Background: an optimization exercise with open tools, aiming at small area. Do not read the settings as production practice.
Function was checked by simulation only, so behaviour that the tests miss may differ from the original.
Power and IR drop assume default switching activity.

`run.sh`:
```
#!/bin/bash
# synth_recipe.tcl (not shown) runs the flow's synth.tcl, then flattens the netlist and writes it again
# the make line also repeats each setting of config.mk as NAME=value (left out here)
make -C /OpenROAD-flow-scripts/flow DESIGN_CONFIG=/design/flow/config.mk WORK_HOME=/design/flow/orfs CLKGATE_MAP_FILE= SYNTH_SCRIPT=/design/flow/synth_recipe.tcl finish
```
`config.mk`:
```
export PLATFORM = sky130hd
export DESIGN_NAME = riscv
export DESIGN_NICKNAME = riscv
export VERILOG_FILES = /design/flow/design.v
export SDC_FILE = /design/flow/constraint.sdc
export NUM_CORES = 4
export LEC_CHECK = 0
export CAP_MARGIN = 20
export CORE_MARGIN = 2
export CORE_UTILIZATION = 40
export SETUP_SLACK_MARGIN = 0.8
export SLEW_MARGIN = 20
```
`constraint.sdc`:
```
create_clock -name core_clock -period 10.0 [get_ports {clk}]
set_input_delay 2.0000 -clock core_clock [delete_from_list [all_inputs] [get_ports {clk}]]
set_output_delay 2.0000 -clock core_clock [all_outputs]
set_load 0.01 [all_outputs]
```
`design.v`:
```
`timescale 1ns / 1ps
module PC(
	input	wire 		clk,
	input	wire		rst,
	input 	wire		Branch,   
	input 	wire[31:0] 	Addr,	  
	output 	reg 	 	ce,
	output	reg [31:0] 	PC
);
always @ (posedge clk) begin
	if (rst)
		ce <= 1'b0;
	else
		ce <= 1'b1;
end
always @ (posedge clk) begin
	if (rst)
		PC <= 32'b0;
	else if (Branch)
		PC <= Addr;
	else
		PC <= PC + 32'd4;  
end
endmodule
`timescale 1ns / 1ps
module ID(
    input   wire        rst,
    input   wire[31:0]  pc_i,
    input   wire[31:0]  inst_i,
    input   wire[31:0]  RegData1,
    input   wire[31:0]  RegData2,
    output  reg         RegRead1,      
    output  reg         RegRead2,      
    output  reg [4:0]   RegAddr1,
    output  reg [4:0]   RegAddr2,
    output  reg [4:0]   ALUop,
    output  reg [31:0]  Reg1,
    output  reg [31:0]  Reg2,
    output  reg [4:0]   WriteData,
    output  reg         WriteReg,      
    output  reg         Branch,        
    output  reg [31:0]  BranchAddr,    
    output  reg [31:0]  LinkAddr,      
    output  wire[31:0]  inst_o
);
    reg inst_valid;
    reg [31:0] imm;
    wire[31:0] pc_add_4;
    wire[31:0] pc_add_imm_B;
    wire[31:0] pc_add_imm_J;
    wire[4:0]  rs1_addr = inst_i[19:15];
    wire[4:0]  rs2_addr = inst_i[24:20];
    wire[4:0]  rd_addr  = inst_i[11:7];
    wire[31:0] imm_I = {{21{inst_i[31:31]}}, inst_i[30:20]};
    wire[31:0] imm_B = {{20{inst_i[31:31]}}, inst_i[ 7: 7], inst_i[30:25], inst_i[11:8], 1'b0};
    wire[31:0] imm_J = {{12{inst_i[31:31]}}, inst_i[19:12], inst_i[20:20], inst_i[30:25], inst_i[24:21], 1'b0};
    assign inst_o = inst_i;
    assign pc_add_4 = pc_i + 4;
    assign pc_add_imm_B = pc_i + imm_B;
    assign pc_add_imm_J = pc_i + imm_J;
always @ (*) begin
    if (rst)
        ALUop <= 5'b0;
    else begin
        casex (inst_i)
            32'bxxxxxxxxxxxxxxxxxxxxxxxxx1101111: ALUop <= 5'b10000;   
            32'bxxxxxxxxxxxxxxxxx000xxxxx1100011: ALUop <= 5'b10001;   
            32'bxxxxxxxxxxxxxxxxx100xxxxx1100011: ALUop <= 5'b10010;   
            32'bxxxxxxxxxxxxxxxxx010xxxxx0000011: ALUop <= 5'b10100;   
            32'bxxxxxxxxxxxxxxxxx010xxxxx0100011: ALUop <= 5'b10101;   
            32'bxxxxxxxxxxxxxxxxx000xxxxx0010011: ALUop <= 5'b01100;   
            32'b0000000xxxxxxxxxx000xxxxx0110011: ALUop <= 5'b01101;   
            32'b0100000xxxxxxxxxx000xxxxx0110011: ALUop <= 5'b01110;   
            32'b0000000xxxxxxxxxx001xxxxx0110011: ALUop <= 5'b01000;   
            32'b0000000xxxxxxxxxx100xxxxx0110011: ALUop <= 5'b00110;   
            32'b0000000xxxxxxxxxx101xxxxx0110011: ALUop <= 5'b01001;   
            32'b0000000xxxxxxxxxx110xxxxx0110011: ALUop <= 5'b00101;   
            32'b0000000xxxxxxxxxx111xxxxx0110011: ALUop <= 5'b00100;   
            default: ALUop <= 5'b0;
        endcase
    end
end
always @ (*) begin
    if (rst)
        WriteReg <= 1'b0;
    else begin
        casex (inst_i)
            32'bxxxxxxxxxxxxxxxxxxxxxxxxx1101111: WriteReg <= 1'b1;   
            32'bxxxxxxxxxxxxxxxxx000xxxxx1100011: WriteReg <= 1'b0;   
            32'bxxxxxxxxxxxxxxxxx100xxxxx1100011: WriteReg <= 1'b0;   
            32'bxxxxxxxxxxxxxxxxx010xxxxx0000011: WriteReg <= 1'b1;   
            32'bxxxxxxxxxxxxxxxxx010xxxxx0100011: WriteReg <= 1'b0;   
            32'bxxxxxxxxxxxxxxxxx000xxxxx0010011: WriteReg <= 1'b1;   
            32'b0000000xxxxxxxxxx000xxxxx0110011: WriteReg <= 1'b1;   
            32'b0100000xxxxxxxxxx000xxxxx0110011: WriteReg <= 1'b1;   
            32'b0000000xxxxxxxxxx001xxxxx0110011: WriteReg <= 1'b1;   
            32'b0000000xxxxxxxxxx100xxxxx0110011: WriteReg <= 1'b1;   
            32'b0000000xxxxxxxxxx101xxxxx0110011: WriteReg <= 1'b1;   
            32'b0000000xxxxxxxxxx110xxxxx0110011: WriteReg <= 1'b1;   
            32'b0000000xxxxxxxxxx111xxxxx0110011: WriteReg <= 1'b1;   
            default: WriteReg <= 1'b0;
        endcase
    end
end
always @ (*) begin
    if (rst)
        inst_valid <= 1'b0;
    else begin
        casex (inst_i)
            32'bxxxxxxxxxxxxxxxxxxxxxxxxx1101111: inst_valid <= 1'b0;   
            32'bxxxxxxxxxxxxxxxxx000xxxxx1100011: inst_valid <= 1'b0;   
            32'bxxxxxxxxxxxxxxxxx100xxxxx1100011: inst_valid <= 1'b0;   
            32'bxxxxxxxxxxxxxxxxx010xxxxx0000011: inst_valid <= 1'b0;   
            32'bxxxxxxxxxxxxxxxxx010xxxxx0100011: inst_valid <= 1'b0;   
            32'bxxxxxxxxxxxxxxxxx000xxxxx0010011: inst_valid <= 1'b0;   
            32'b0000000xxxxxxxxxx000xxxxx0110011: inst_valid <= 1'b0;   
            32'b0100000xxxxxxxxxx000xxxxx0110011: inst_valid <= 1'b0;   
            32'b0000000xxxxxxxxxx001xxxxx0110011: inst_valid <= 1'b0;   
            32'b0000000xxxxxxxxxx100xxxxx0110011: inst_valid <= 1'b0;   
            32'b0000000xxxxxxxxxx101xxxxx0110011: inst_valid <= 1'b0;   
            32'b0000000xxxxxxxxxx110xxxxx0110011: inst_valid <= 1'b0;   
            32'b0000000xxxxxxxxxx111xxxxx0110011: inst_valid <= 1'b0;   
            default: inst_valid <= 1'b1;
        endcase
    end
end
always @ (*) begin
    if (rst)
        RegRead1 <= 1'b0;
    else begin
        casex (inst_i)
            32'bxxxxxxxxxxxxxxxxxxxxxxxxx1101111: RegRead1 <= 1'b0;   
            32'bxxxxxxxxxxxxxxxxx000xxxxx1100011: RegRead1 <= 1'b1;   
            32'bxxxxxxxxxxxxxxxxx100xxxxx1100011: RegRead1 <= 1'b1;   
            32'bxxxxxxxxxxxxxxxxx010xxxxx0000011: RegRead1 <= 1'b1;   
            32'bxxxxxxxxxxxxxxxxx010xxxxx0100011: RegRead1 <= 1'b1;   
            32'bxxxxxxxxxxxxxxxxx000xxxxx0010011: RegRead1 <= 1'b1;   
            32'b0000000xxxxxxxxxx000xxxxx0110011: RegRead1 <= 1'b1;   
            32'b0100000xxxxxxxxxx000xxxxx0110011: RegRead1 <= 1'b1;   
            32'b0000000xxxxxxxxxx001xxxxx0110011: RegRead1 <= 1'b1;   
            32'b0000000xxxxxxxxxx100xxxxx0110011: RegRead1 <= 1'b1;   
            32'b0000000xxxxxxxxxx101xxxxx0110011: RegRead1 <= 1'b1;   
            32'b0000000xxxxxxxxxx110xxxxx0110011: RegRead1 <= 1'b1;   
            32'b0000000xxxxxxxxxx111xxxxx0110011: RegRead1 <= 1'b1;   
            default: RegRead1 <= 1'b0;
        endcase
    end
end
always @ (*) begin
    if (rst)
        RegRead2 <= 1'b0;
    else begin
        casex (inst_i)
            32'bxxxxxxxxxxxxxxxxxxxxxxxxx1101111: RegRead2 <= 1'b0;   
            32'bxxxxxxxxxxxxxxxxx000xxxxx1100011: RegRead2 <= 1'b1;   
            32'bxxxxxxxxxxxxxxxxx100xxxxx1100011: RegRead2 <= 1'b1;   
            32'bxxxxxxxxxxxxxxxxx010xxxxx0000011: RegRead2 <= 1'b0;   
            32'bxxxxxxxxxxxxxxxxx010xxxxx0100011: RegRead2 <= 1'b1;   
            32'bxxxxxxxxxxxxxxxxx000xxxxx0010011: RegRead2 <= 1'b0;   
            32'b0000000xxxxxxxxxx000xxxxx0110011: RegRead2 <= 1'b1;   
            32'b0100000xxxxxxxxxx000xxxxx0110011: RegRead2 <= 1'b1;   
            32'b0000000xxxxxxxxxx001xxxxx0110011: RegRead2 <= 1'b1;   
            32'b0000000xxxxxxxxxx100xxxxx0110011: RegRead2 <= 1'b1;   
            32'b0000000xxxxxxxxxx101xxxxx0110011: RegRead2 <= 1'b1;   
            32'b0000000xxxxxxxxxx110xxxxx0110011: RegRead2 <= 1'b1;   
            32'b0000000xxxxxxxxxx111xxxxx0110011: RegRead2 <= 1'b1;   
            default: RegRead2 <= 1'b0;
        endcase
    end
end
always @ (*) begin
    if (rst)
        imm <= 32'b0;
    else if (inst_i[14:12] == 3'b000 && inst_i[6:0] == 7'b0010011)   
        imm <= imm_I;
    else
        imm <= 32'b0;
end
always @ (*) begin
    if (rst)
        LinkAddr <= 32'b0;
    else if (inst_i[6:0] == 7'b1101111)   
        LinkAddr <= pc_add_4;  
    else
        LinkAddr <= 32'b0;
end
always @ (*) begin
    if (rst)
        BranchAddr <= 32'b0;
    else if (inst_i[6:0] == 7'b1101111)   
        BranchAddr <= pc_add_imm_J;  
    else if (inst_i[6:0] == 7'b1100011 && inst_i[13:12] == 2'b0) begin  
        if (inst_i[14] && $signed(RegData1) < $signed(RegData2)) begin        
            BranchAddr <= pc_add_imm_B;
        end
        else if (!inst_i[14] && RegData1 == RegData2) begin                    
            BranchAddr <= pc_add_imm_B;
        end
        else begin
            BranchAddr <= pc_add_4;
        end
    end
    else
        BranchAddr <= 32'b0;
end
always @ (*) begin
    if (rst)
        Branch <= 1'b0;
    else if (inst_i[6:0] == 7'b1101111 || (inst_i[6:0] == 7'b1100011 && inst_i[13:12] == 2'b0))   
        Branch <= 1'b1;
    else
        Branch <= 1'b0;
end
always @ (*) begin
    if (rst)
        WriteData <= 5'b0;
    else
        WriteData <= rd_addr;
end
always @ (*) begin
    if (rst)
        RegAddr1 <= 5'b0;
    else
        RegAddr1 <= rs1_addr;
end
always @ (*) begin
    if (rst)
        RegAddr2 <= 5'b0;
    else
        RegAddr2 <= rs2_addr;
end
always @ (*) begin
    if (rst)
        Reg1 <= 32'b0;
    else if (RegRead1)
        Reg1 <= RegData1;
    else
        Reg1 <= imm;
end
always @ (*) begin
    if (rst)
        Reg2 <=  32'b0;
    else if (RegRead2)
        Reg2 <= RegData2;
    else
        Reg2 <= imm;
end
endmodule
`timescale 1ns / 1ps
module EX(
	input	wire	    rst,
	input	wire[4:0]   ALUop_i,
    input   wire[31:0]  Oprend1,
    input   wire[31:0]  Oprend2,
    input   wire[4:0]   WriteDataNum_i,
	input 	wire		WriteReg_i,
	input	wire[31:0]  LinkAddr,
	input   wire[31:0]  inst_i,
	output	reg 		WriteReg_o,
	output	wire[4:0]	ALUop_o,
	output	reg [4:0]	WriteDataNum_o,
	output	reg [31:0]	WriteData_o,
    output  wire[31:0]  MemAddr_o,
    output  wire[31:0]  Result
);
always @ (*) begin
	if (rst)
		WriteDataNum_o <= 5'b0;
	else
    	WriteDataNum_o <= WriteDataNum_i;
end
always @ (*) begin
  if (rst)
    WriteReg_o <= 1'b0;
  else
    WriteReg_o <= WriteReg_i;
end
always @ (*) begin
  if (rst)
    WriteData_o <= 32'b0;
  else begin
    case (ALUop_i)
      5'b10000: WriteData_o <= LinkAddr; 					       
      5'b10001: WriteData_o <= LinkAddr; 				         
      5'b10010: WriteData_o <= LinkAddr; 					       
      5'b10100: WriteData_o <= 32'b0;                    
      5'b10101: WriteData_o <= 32'b0;                    
      5'b01100: WriteData_o <= Oprend1 +  Oprend2;  		 
      5'b01101: WriteData_o <= Oprend1 +  Oprend2;  		 
      5'b01110: WriteData_o <= Oprend1 -  Oprend2;  		 
      5'b01000: WriteData_o <= Oprend1 << Oprend2[4:0];	 
      5'b00110: WriteData_o <= Oprend1 ^  Oprend2; 		   
      5'b01001: WriteData_o <= Oprend1 >> Oprend2[4:0];  
      5'b00101: WriteData_o <= Oprend1 |  Oprend2;  		 
      5'b00100: WriteData_o <= Oprend1 &  Oprend2;  		 
      default:  WriteData_o <= 32'b0;
    endcase
  end
end
assign ALUop_o   = ALUop_i;
assign Result    = Oprend2;
assign MemAddr_o = Oprend1 + ((inst_i[6:0] == 7'b0000011) ? {{20{inst_i[31:31]}}, 
        inst_i[31:20]} :  {{20{inst_i[31:31]}}, inst_i[31:25], inst_i[11:7]});
endmodule
`timescale 1ns / 1ps
module MEM (
    input   wire        rst,
    input   wire        WriteReg_i,
    input   wire[4:0]   WriteDataAddr_i,
    input   wire[4:0]   ALUop_i,
    input   wire[31:0]  WriteData_i,
    input   wire[31:0]  MemAddr_i,
    input   wire[31:0]  Reg_i,
    input   wire[31:0]  MemData_i,
    output  wire        MemWE_o,
    output  reg         WriteReg_o,
    output  reg         MemCE_o,
    output  reg [4:0]   WriteDataAddr_o,
    output  reg [31:0]  WriteData_o,
    output  reg [31:0]  MemAddr_o,
    output  reg [31:0]  MemData_o
);
    reg mem_we;
    assign MemWE_o = mem_we;
always @ (*) begin
    if (rst)
        WriteDataAddr_o <= 5'b0;
    else
        WriteDataAddr_o <= WriteDataAddr_i;
end
always @ (*) begin
    if (rst)
        WriteReg_o <= 1'b0;
    else
        WriteReg_o <= WriteReg_i;
end
always @ (*) begin
    if (rst)
        MemData_o <= 32'b0;
    else if (ALUop_i == 5'b10101)   
        MemData_o <= Reg_i;
    else
        MemData_o <= 32'b0;
end
always @ (*) begin
    if (rst)
        WriteData_o <= 32'b0;
    else begin
        if (ALUop_i == 5'b10100)   
            WriteData_o <= MemData_i;
        else
            WriteData_o <= WriteData_i;
    end
end
always @ (*) begin
    if (rst)
        MemAddr_o <= 32'b0;
    else begin
        if (ALUop_i == 5'b10101 || ALUop_i ==5'b10100)   
            MemAddr_o <= MemAddr_i;  
        else
            MemAddr_o <= 32'b0;
    end
end
always @ (*) begin
    if (rst)
        MemCE_o <= 1'b0;
    else begin
        if (ALUop_i == 5'b10101 || ALUop_i==5'b10100)   
            MemCE_o <= 1'b1;
        else
            MemCE_o <= 1'b0;
    end
end
always @ (*) begin
    if (rst)
        mem_we <= 1'b0;
    else begin
        if (ALUop_i == 5'b10100)   
            mem_we <= 1'b0;
        else if (ALUop_i == 5'b10101)   
            mem_we <= 1'b1;
        else
            mem_we <= 1'b0;
    end
end
endmodule
`timescale 1ns / 1ps
module WB (
    input   wire        rst,
    input   wire[4:0]   MemWriteNum,
    input   wire        MemWriteReg,
    input   wire[31:0]  MemWriteData,
    output  reg [4:0]   WriteBackNum,
    output  reg         WriteBackReg,
    output  reg [31:0]  WriteBackData
);
always @ (*) begin
    if (rst)
        WriteBackNum <= 5'b0;
    else
        WriteBackNum <= MemWriteNum;
end
always @ (*) begin
    if (rst)
        WriteBackReg <= 1'b0;
    else
        WriteBackReg <= MemWriteReg;
end
always @ (*) begin
    if (rst)
        WriteBackData <= 32'b0;
    else
        WriteBackData <= MemWriteData;
end
endmodule
`timescale 1ns / 1ps
module Registers(
    input   wire clk, rst, we,
    input   wire[4:0]   WriteAddr,
    input   wire[31:0]  WriteData,
    input   wire ReadReg1, ReadReg2,
    input   wire[4:0]   ReadAddr1,
    input   wire[4:0]   ReadAddr2,
    output  reg [31:0]  ReadData1,
    output  reg [31:0]  ReadData2
    );
    integer i;
    reg [31:0] regFile [0:32];  
always @ (posedge clk) begin
    regFile[32'b0] <= 32'b0;  
    if (rst)
        for (i = 0; i < 32; i = i + 1)
            regFile[i] <= 32'b0;  
    if (!rst && we && WriteAddr != 5'h0) begin
        regFile[WriteAddr] <= WriteData;  
    end
end
always @ (*) begin
    if (rst || ReadAddr1 == 5'h0)
        ReadData1 <= 32'b0;
    else if (ReadReg1) begin
        ReadData1 <= regFile[ReadAddr1];
    end else
        ReadData1 <= 32'b0;
end
always @ (*) begin
    if (rst || ReadAddr2 == 5'h0)
        ReadData2 <= 32'b0;
    else if (ReadReg2) begin
        ReadData2 <= regFile[ReadAddr2];
    end else
        ReadData2 <= 32'b0;
end
endmodule
`timescale 1ns / 1ps
module riscv(
	input wire				 clk,
	input wire				 rst,          
	input wire[31:0]         inst_i,	   
	output wire[31:0]        inst_addr_o,  
	output wire              inst_ce_o,	   
	input wire[31:0]         data_i,       
	output wire              data_we_o,
    output wire              data_ce_o,
	output wire[31:0]        data_addr_o,
	output wire[31:0]        data_o        
);
	wire [4:0] 	id_ex_ALUop;
	wire [31:0] id_ex_Reg1;
	wire [31:0] id_ex_Reg2;
	wire        id_ex_WriteReg;
	wire [4:0] 	id_ex_WriteData;
	wire [31:0] id_ex_LinkAddress;	
	wire [31:0] id_ex_Inst;
	wire 		id_reg_Read1;
	wire 	    id_reg_Read2;
	wire [31:0] id_reg_Data1;
	wire [31:0] id_reg_Data2;
	wire [4:0] 	id_reg_Addr1;
	wire [4:0] 	id_reg_Addr2;
	wire 		ex_mem_WriteReg;
	wire [4:0]  ex_mem_WriteNum;
	wire [31:0] ex_mem_WriteData;
	wire [4:0]  ex_mem_ALUop;
	wire [31:0] ex_mem_Addr;
	wire [31:0] ex_mem_Reg;
	wire 		mem_wb_WriteReg;
	wire [4:0]  mem_wb_WriteNum;
	wire [31:0] mem_wb_WriteData;
	wire [4:0]  wb_reg_WriteAddr;
	wire 		wb_reg_we;
	wire [31:0] wb_reg_WriteData;
	wire 		pc_id_branch;
	wire [31:0] pc_id_address;
	PC pc(
		.clk(clk),
		.rst(rst),
		.Branch(pc_id_branch),
		.Addr(pc_id_address),
		.ce(inst_ce_o),
		.PC(inst_addr_o)
	);
	ID id(
		.rst(rst),
		.pc_i(inst_addr_o),
		.inst_i(inst_i),
		.RegData1(id_reg_Data1),
		.RegData2(id_reg_Data2),
		.RegRead1(id_reg_Read1),
		.RegRead2(id_reg_Read2),
		.RegAddr1(id_reg_Addr1),
		.RegAddr2(id_reg_Addr2),
		.ALUop(id_ex_ALUop),
		.Reg1(id_ex_Reg1),
		.Reg2(id_ex_Reg2),
		.WriteData(id_ex_WriteData),
		.WriteReg(id_ex_WriteReg),
		.Branch(pc_id_branch),
		.BranchAddr(pc_id_address),
		.LinkAddr(id_ex_LinkAddress),
		.inst_o(id_ex_Inst)
	);
	Registers registers(
		.clk(clk),
		.rst(rst),
		.we(wb_reg_we),
		.WriteAddr(wb_reg_WriteAddr),
		.WriteData(wb_reg_WriteData),
		.ReadReg1(id_reg_Read1),
		.ReadReg2(id_reg_Read2),
		.ReadAddr1(id_reg_Addr1),
		.ReadAddr2(id_reg_Addr2),
		.ReadData1(id_reg_Data1),
		.ReadData2(id_reg_Data2)
	);
	EX ex(
		.rst(rst),
		.ALUop_i(id_ex_ALUop),
		.Oprend1(id_ex_Reg1),
		.Oprend2(id_ex_Reg2),
		.WriteDataNum_i(id_ex_WriteData),
		.WriteReg_i(id_ex_WriteReg),
		.LinkAddr(id_ex_LinkAddress),
		.inst_i(id_ex_Inst),
		.WriteReg_o(ex_mem_WriteReg),
		.ALUop_o(ex_mem_ALUop),
		.WriteDataNum_o(ex_mem_WriteNum),
		.WriteData_o(ex_mem_WriteData),
		.MemAddr_o(ex_mem_Addr),
		.Result(ex_mem_Reg)
	);
	MEM mem(
		.rst(rst),
		.WriteReg_i(ex_mem_WriteReg),
		.WriteDataAddr_i(ex_mem_WriteNum),
		.ALUop_i(ex_mem_ALUop),
		.WriteData_i(ex_mem_WriteData),
		.MemAddr_i(ex_mem_Addr),
		.Reg_i(ex_mem_Reg),
		.MemData_i(data_i),
		.MemWE_o(data_we_o),
		.WriteReg_o(mem_wb_WriteReg),
		.MemCE_o(data_ce_o),
		.WriteDataAddr_o(mem_wb_WriteNum),
		.WriteData_o(mem_wb_WriteData),
		.MemAddr_o(data_addr_o),
		.MemData_o(data_o)
	);
	WB wb(
		.rst(rst),
		.MemWriteNum(mem_wb_WriteNum),
		.MemWriteReg(mem_wb_WriteReg),
		.MemWriteData(mem_wb_WriteData),
		.WriteBackNum(wb_reg_WriteAddr),
		.WriteBackReg(wb_reg_we),
		.WriteBackData(wb_reg_WriteData)
	);
endmodule
```
==> notes.md <==
layer usage:
metal	global-route usage	wire (um)	vias to the layer above
li1	-	-	28400
met1	0.555	152000	34500
met2	0.687	183000	5504
met3	0.114	48700	1283
met4	0.345	39600	26
met5	0.000265	173	-
kinds of logic after synthesis:
| logic type | count (synthesis) | share of synthesized area |
|---|---|---|
| multiplexers | 599 | 0.111 |
| AO/OA/AOI/OAI | 1806 | 0.180 |
| XOR/XNOR | 136 | 0.0167 |
| buffers and inverters | 769 | 0.0561 |
| flip-flops | 1056 | 0.435 |
| adder cells (fa/ha/maj) | 207 | 0.0367 |
| AND/OR/NAND/NOR | 2558 | 0.164 |
| other | 1 | 0.0000526 |
final cells by class:
class / instances / area [sq um]
repair buffers: 1303 / 12100
multi-input cells: 5339 / 37400
inverters: 152 / 577
flip-flops and latches: 1056 / 31100
clock inverters: 91 / 982
diodes: 16 / 40.0
well taps: 2355 / 2950
clock buffers: 134 / 3060
fillers: 16600 / 89700
path summary, 6_finish.rpt:
kind                            start                   endpoint  slack (ns)
max                        inst_i[15]            data_addr_o[31]        0.73
max reg2reg  registers.regFile[25][1]  registers.regFile[16][30]        2.39
min                         pc.PC[14]                  pc.PC[14]        0.79
min reg2reg                 pc.PC[14]                  pc.PC[14]        0.79
power by group:
group	internal, uW	switching, uW
sequential	4970	103
combinational	711	1270
clock	2620	2030
total	8310	3400
per-stage QoR:
step                hold WS, ns  area [sq um]  power (uW)  std cells  setup slack, ns
finish                    0.790         88100       11700      10400            0.731
detailed placement        0.762         83100        7010      10200          -0.0831
CTS                       0.776         87600       11600      10400            0.688
global placement          0.769         83100        7010      10200           -0.185
global route              0.800         88100       11900      10400            0.775
floorplan                 0.557         71500        5960       7164             1.35
cells in the mapped netlist, types with 24 or more instances:
library cell | instances | area (sq um)
or2_2 | 42 | 263
o21a_1 | 36 | 270
xnor2_1 | 88 | 771
nor2b_1 | 95 | 594
o22ai_1 | 127 | 795
ha_1 | 203 | 2540
a221oi_1 | 101 | 885
clkbuf_1 | 239 | 897
a211o_1 | 24 | 210
a31oi_1 | 66 | 413
a21oi_2 | 37 | 324
a211oi_1 | 132 | 991
nand4_1 | 24 | 150
a22oi_1 | 31 | 233
inv_1 | 138 | 518
o21ai_1 | 60 | 300
o21ai_0 | 292 | 1460
xor2_1 | 48 | 420
buf_4 | 87 | 653
mux2i_1 | 331 | 3310
o31ai_1 | 33 | 248
dfxtp_1 | 64 | 1280
mux2_2 | 122 | 1370
mux4_2 | 140 | 3150
nand2_1 | 466 | 1750
and3_1 | 27 | 169
nor2_2 | 68 | 425
nor2_1 | 1262 | 4740
o211ai_1 | 53 | 398
a21oi_1 | 311 | 1560
buf_2 | 197 | 986
a2bb2oi_1 | 33 | 289
a2111oi_0 | 30 | 263
and2_1 | 28 | 175
or2_0 | 40 | 250
buf_6 | 72 | 811
nand2b_1 | 58 | 363
a221o_1 | 34 | 340
edfxtp_1 | 992 | 29800
o221ai_1 | 85 | 744
nand3_1 | 109 | 546
nor3_1 | 176 | 881
a21o_1 | 71 | 533
state kept, by name, indices dropped and copies added, names as in the netlist:
register / cells
registers.regFile: 1024
pc.PC: 31
pc.ce: 1
cells in the final DEF, fill, tap and decap left out, drive strengths merged, types with 88 or more instances in the layout:
cell type         n
buf            1149
a21oi           350
nor3            187
clkdlybuf4s50   139
o21ai           370
nor2           1330
a221oi          111
mux2i           331
xnor2            88
nand3           110
mux2            128
edfxtp          992
clkbuf          135
nor2b            96
inv             153
mux4            140
ha              203
o22ai           127
nand2           469
a211oi          141
or2              96
critical path: cells and delay by family:
kind	cells	cell delay (ns)
compound gates	9	2.93
buf+inv	7	1.49
fa+ha+maj	1	0.35
simple gates	2	0.30
xor+xnor	1	0.13
what timing repair did:
action / in CTS / in global routing
endpoints found under the setup margin: 52 / 108
pin swaps: 16 / 23
gates resized for setup: 71 / 68
buffers inserted: 15 / 9
==> results.tsv <==
stage	metric	value	unit
clock_tree	Max Root-Sink Buffers	3	
routing	routed vias	69700	
logic_synthesis	count of different cell masters after synthesis	136	
routing	DRC marker count from the first detailed-route iteration	11200	
finish	share of cells above drive strength 1	0.251	
logic_synthesis	ys async rst share	0	
critical_path	slowest cell on the critical path	a221oi_1	
status	status	no timing/DRC/antenna violations	
sta	Max Freq	108	MHz
placed_design	IO Port Bufs	163	
global_routing	All-Layer GR Usage	0.453	
logic_synthesis	dominant synthesized flop cell	edfxtp_1	
sta	final worst-path cycle share	0.927	
finish	area grow syn2layout	23.5	%
sta	Setup Viol. Count Final	0	
placed_design	post-DP HPWL	315	mm
sta	Worst slew margin	0.168	
clock_tree	clk latency of the worst-skew pair	0.81	ns
global_routing	global-route wire length before repair	564	mm
routing	drt via density	6.67	
floorplanning	Die ar.	0.182	sq mm
worst_hold_path	worst hold stages	2	
floorplanning	# rows	155	
floorplanning	Die Ht	426	um
floorplanning	Initial Util	0.401	
critical_path	CP Launch Type	input port	
clock_tree	root buffer cell	clkbuf_16	
critical_path	delay of the slowest cell on the worst path	0.86	ns
placed_design	GPL Wtd Cong	1.07	
routing	Final ANT Viol Nets	0	
routing	WL final	424	mm
clock_tree	CTS Buf Count	118	
sta	max-slew violations	0	
sta	measured slew at the worst slew-check pin	1.23	ns
routing	DR DRC count	0	
run	Max Cap Viol	0	
logic_synthesis	Seq/Total Area, Yosys	0.435	
power	leak pwr	0.0332	uW
clock_tree	CTS sink cnt	1056	
critical_path	crit path DAT	7.27	ns
worst_hold_path	hold crit path type	flop to flop	
critical_path	Reg2Reg Depth	33	
logic_synthesis	Seq cells post-synth	1056	
critical_path	crit-path cells	buf_12 > buf_16 > o21ba_2 > buf_12 > buf_4 > buf_4 > o221a_2 > a221oi_1 > a211oi_1 > o21ai_1 > inv_1 > ha_1 > and3_1 > a211oi_4 > o31ai_2 > a21o_1 > a21oi_2 > xnor2_1 > nor2_1 > dlygate4sd2_1	
critical_path	WS Path Type	input port to primary output	
clock_tree	H-tree lvl count	3	
global_routing	antenna violations before repair	27	
clock_tree	Clock transition at path regs	0.06	ns
power	Power per Cell Area	133	mW/mm^2
critical_path	Worst EP required	8.00	ns
sta	TNS Setup	0	ns
sta	Layout Skew	0.0865	ns
global_routing	largest net degree at the start of global routing	70	
clock_tree	TritonCTS clock tree	built	
routing	routed len/inst	40.6	um
logic_synthesis	Post-synth EDFFs	992	
logic_synthesis	Post-Synthesis Cells	7132	
routing	number of detailed-route iterations in the first pass	9	
logic_synthesis	yosys warns	6	
floorplanning	num ports	165	
critical_path	Setup crit end kind	primary output	
finish	fin nets	8243	
sta	RSZ-0062 raised after global routing	no	
clock_tree	# hold bufs at CTS	0	
floorplanning	Core Area	0.178	sq mm
global_routing	grt ovf	0	
power	VDD IR max	0.000164	V
floorplanning	die width	426	um
sta	final hold vios	0	
critical_path	worst-path maximum fanout	22	
global_routing	vias in the first global route	65000	
finish	Core Util, Final	0.496	
sta	Final min period	9.27	ns
logic_synthesis	synthesized area per cell	10.0	sq um
logic_synthesis	Post-Syn Area	0.0713	sq mm

-- re-timing with driven ports --
How much do the figures lean on ideal ports? The routed layout below was timed once more, with nothing changed but the port constraints. Step 1: set_driving_cell puts a clkbuf_16 on clk and a buf_2 on each other input, an assumption about the parent block. Step 2, shift: input delay + t, output delay - t, t = (earliest + latest rising clock arrival at the registers) / 2. This alone moves slack from input paths to output paths. Three values: ideal, step 1, step 2; two values: the first two.
shift t [ns]: 0.867
setup WS [ns]: 0.731 / 0.657 / 0.112
worst setup path at the end: input to register
slew at the worst register clock pin (ns): 0.07 / 0.07
After both steps setup and hold are still met in this run. The setup slack of this run moves by -0.074 ns with the drivers and by -0.619 ns with both steps.
